Context: an optimization exercise on an open-source flow, tuned for small area. The choices shown serve that exercise and are no tape-out recipe.
RTL that was checked went through simulation tests only; none was proved equivalent to the original.
No activity file was given, so power comes from the tool's default toggle rates.

## fir_filter
module fir_filter (
    input clk,     
    input rst,     
    input signed  [16-1 : 0] input_sig,
    input ready,
    output signed [16-1 : 0] filtred_sig
);
reg [128*16-1 : 0] ring;
reg [6:0] cnt;         
reg [6:0] kidx;        
reg [7:0] ph;          
reg pending;
reg signed [16-1 : 0] stage;
reg [12:0] ncoef;      
reg [27:0] acc;
reg c7, c14, c21;
reg [16-1 : 0] res;
reg res_l, res_c14, res_c21;
wire accept = !rst && ready && (cnt == 7'd127);
wire [16-1 : 0] head = ring[16-1 : 0];
reg clr;               
wire [27:0] acc_sel = clr ? 28'd0 : acc;
wire csel7 = !clr && c7;
wire csel14 = !clr && c14;
wire csel21 = !clr && c21;
wire [6:0] kidx_n = rst ? 7'd1 : kidx + 7'd1 + {6'd0, accept};
wire pend = accept || pending;
wire ins_n = !rst && pend && (kidx_n == 7'd1);
wire pending_n = !rst && pend && !ins_n;
wire [16-1 : 0] stage_n = accept ? input_sig : stage;
wire [7:0] ph_n = rst ? 8'd129 : accept ? 8'd1 : (ph == 8'd129) ? ph : ph + 8'd1;
wire active_n = (ph_n != 8'd0) && (ph_n <= 8'd128);
wire [12:0] coef = ~ncoef;
wire [5:0] fidx_n = kidx_n[6] ? ~kidx_n[5:0] : kidx_n[5:0];
reg signed [12:0] fc;
always @(*) begin
    case (fidx_n)
    6'd0: fc = 13'sd1;
    6'd1: fc = 13'sd1;
    6'd2: fc = 13'sd1;
    6'd3: fc = 13'sd1;
    6'd4: fc = -13'sd1;
    6'd5: fc = -13'sd2;
    6'd6: fc = -13'sd4;
    6'd7: fc = -13'sd4;
    6'd8: fc = -13'sd2;
    6'd9: fc = 13'sd2;
    6'd10: fc = 13'sd6;
    6'd11: fc = 13'sd9;
    6'd12: fc = 13'sd8;
    6'd13: fc = 13'sd4;
    6'd14: fc = -13'sd4;
    6'd15: fc = -13'sd13;
    6'd16: fc = -13'sd18;
    6'd17: fc = -13'sd16;
  ...
==> flow/config.mk <==
export PLATFORM = sky130hd
export DESIGN_NAME = fir_filter
export DESIGN_NICKNAME = fir_filter
export VERILOG_FILES = /design/flow/design.v
export SDC_FILE = /design/flow/constraint.sdc
export NUM_CORES = 4
export LEC_CHECK = 0
export ABC_AREA = 1
export CAP_MARGIN = 20
export CORE_MARGIN = 2
export CORE_UTILIZATION = 55
export GPL_TIMING_DRIVEN = 0
export PLACE_DENSITY = 0.75
export SLEW_MARGIN = 20
export SYNTH_HIERARCHICAL = 1
export SYNTH_MINIMUM_KEEP_SIZE = 0
==> flow/constraint.sdc <==
create_clock -name core_clock -period 8.0 [get_ports {clk}]
set_input_delay 1.6000 -clock core_clock [delete_from_list [all_inputs] [get_ports {clk}]]
set_output_delay 1.6000 -clock core_clock [all_outputs]
set_load 0.01 [all_outputs]
standard.sh (not shown) runs the stock make flow with config.mk's settings and CLKGATE_MAP_FILE= SYNTH_SCRIPT=/design/flow/synth_recipe.tcl, a recipe that flattens the netlist after the stock synthesis.
==> flow/flow/run.sh <==
#!/bin/bash
set -e
cd "$(dirname "$0")/.."
cp standard.sh standard_sh_copy.txt
export CTS_ARGS="$(cat flow/cts_args.txt)"
export BUFFER_PORTS_ARGS="$(cat flow/buffer_ports_args.txt)"
{ echo "CTS_ARGS=$CTS_ARGS"; echo "BUFFER_PORTS_ARGS=$BUFFER_PORTS_ARGS"; } > flow_settings.log
export REMOVE_ABC_BUFFERS=1
echo "REMOVE_ABC_BUFFERS=1" >> flow_settings.log
bash standard.sh > standard.log 2>&1
==> flow/flow/buffer_ports_args.txt <==
-buffer_cell sky130_fd_sc_hd__buf_1
==> flow/flow/cts_args.txt <==
-sink_clustering_enable -repair_clock_nets -sink_buffer_max_cap_derate 1.0 -dont_use_dummy_load -buf_list sky130_fd_sc_hd__clkbuf_4 -sink_clustering_size 12 -sink_clustering_max_diameter 40
The baseline ran to the end with no violations.
Change:
==> flow/flow/cts_args.txt (replaced) <==
-sink_clustering_enable -repair_clock_nets -sink_buffer_max_cap_derate 1.0 -dont_use_dummy_load -buf_list sky130_fd_sc_hd__clkbuf_4 -sink_clustering_size 11 -sink_clustering_max_diameter 40
- PLACE_DENSITY: 0.75 -> default
What happened:
- The changed run finished with timing, DRC and antenna clean
- setup slack gets worse by 0.085 ns
- synthesized area stays the same
- design area is about the same
- fmax shrinks slightly
No run of this note included a check of the RTL's function; only the layout flow was run.

* * *

Another version of the RTL of fir_filter (not shown whole).
Size in the first run: ~3300 cells after synthesis, about 2100 flip-flops, about 35 I/O pins, roughly 52000 um^2 of cells after synthesis.
==> flow/config.mk <==
export PLATFORM = sky130hd
export DESIGN_NAME = fir_filter
export DESIGN_NICKNAME = fir_filter
export VERILOG_FILES = /design/flow/design.v
export SDC_FILE = /design/flow/constraint.sdc
export NUM_CORES = 4
export LEC_CHECK = 0
export CAP_MARGIN = 20
export CORE_MARGIN = 2
export CORE_UTILIZATION = 40
export GPL_TIMING_DRIVEN = 0
export SLEW_MARGIN = 20
==> flow/constraint.sdc <==
create_clock -name core_clock -period 8.0 [get_ports {clk}]
set_input_delay 1.6000 -clock core_clock [delete_from_list [all_inputs] [get_ports {clk}]]
set_output_delay 1.6000 -clock core_clock [all_outputs]
set_load 0.01 [all_outputs]
==> flow/flow/run.sh <==
#!/bin/bash
set -e
cd "$(dirname "$0")/.."
cp standard.sh standard_sh_copy.txt
export CTS_ARGS="$(cat flow/cts_args.txt)"
echo "CTS_ARGS=$CTS_ARGS" > flow_settings.log
bash standard.sh > standard.log 2>&1
==> flow/flow/cts_args.txt <==
-sink_clustering_enable -repair_clock_nets -sink_buffer_max_cap_derate 1.0 -dont_use_dummy_load -buf_list sky130_fd_sc_hd__clkbuf_4 -sink_clustering_size 12 -sink_clustering_max_diameter 40
Then changed:
==> flow/run.sh (new file) <==
#!/bin/bash
# synth_recipe.tcl (not shown) runs the flow's synth.tcl, then flattens the netlist and writes it again
# the make line also repeats each setting of config.mk as NAME=value (left out here)
make -C /OpenROAD-flow-scripts/flow DESIGN_CONFIG=/design/flow/config.mk WORK_HOME=/design/flow/orfs CLKGATE_MAP_FILE= SYNTH_SCRIPT=/design/flow/synth_recipe.tcl finish
CTS_BUF_LIST = sky130_fd_sc_hd__clkbuf_4 sky130_fd_sc_hd__clkbuf_8   (was not set)
removed: flow/flow/run.sh
removed: flow/flow/cts_args.txt
removed: flow/standard.sh
What happened: Hold slack improved by 0.027 ns. Synthesized area does not change. Die area stays the same. Clock power rose by 120%.
Then changed:
==> flow/flow/run.sh (new file) <==
#!/bin/bash
set -e
cd "$(dirname "$0")/.."
cp standard.sh standard_sh_copy.txt
export CTS_ARGS="$(cat flow/cts_args.txt)"
echo "CTS_ARGS=$CTS_ARGS" > flow_settings.log
bash standard.sh > standard.log 2>&1
==> flow/flow/cts_args.txt (new file) <==
-sink_clustering_enable -repair_clock_nets -sink_buffer_max_cap_derate 1.0 -dont_use_dummy_load -buf_list sky130_fd_sc_hd__clkbuf_8 -sink_clustering_size 20 -sink_clustering_max_diameter 50
==> flow/standard.sh (new file) <==
#!/bin/bash
# synth_recipe.tcl (not shown) runs the flow's synth.tcl, then flattens the netlist and writes it again
# the make line also repeats each setting of config.mk as NAME=value (left out here)
make -C /OpenROAD-flow-scripts/flow DESIGN_CONFIG=/design/flow/config.mk WORK_HOME=/design/flow/orfs CLKGATE_MAP_FILE= SYNTH_SCRIPT=/design/flow/synth_recipe.tcl "${@:-finish}"
CTS_BUF_LIST = not set   (was sky130_fd_sc_hd__clkbuf_4 sky130_fd_sc_hd__clkbuf_8)
removed: flow/run.sh
After rerunning: Wire length shrinks by about 5.6%. Setup slack is worse by 0.028 ns. Non-clock buffer count went down by 22. Cell count fell by about 7%. Count of clock-buffer cells in the layout came out lower by 334. Power fell by 18%. Utilization went down by 3.7 points. First-iteration DRC count came out lower by about 9%. Sequential cell count is unchanged.

## what the ideal ports hide
How much do the figures lean on ideal ports? The routed layouts below were timed once more, with nothing changed but the port constraints.
Step 1 sets driving cells, clkbuf_16 on the clock port and buf_2 on the other inputs (assumed; they add their load-dependent delay and slew).
Step 2, shift: input delay + t, output delay - t, t = (earliest + latest rising clock arrival at the registers) / 2. This alone moves slack from input paths to output paths.
Slacks: ideal ports / drivers / drivers and shift; pairs: ideal ports / drivers.
run	t, ns	setup WS [ns]	hold slack, ns
the first run of note 1	1.052	0.927 / 0.927 / 0.927	0.246 / 0.246 / 0.246
the second run of note 1	1.058	0.842 / 0.842 / 0.842	0.256 / 0.256 / 0.256
the first run of note 2	1.097	0.184 / 0.184 / 0.184	0.228 / 0.228 / 0.228
the second run of note 2	0.946	0.208 / 0.208 / 0.208	0.255 / 0.255 / 0.255
the third run of note 2	0.863	0.180 / 0.180 / 0.180	0.274 / 0.274 / 0.274
After both steps setup and hold are still met in every run listed.
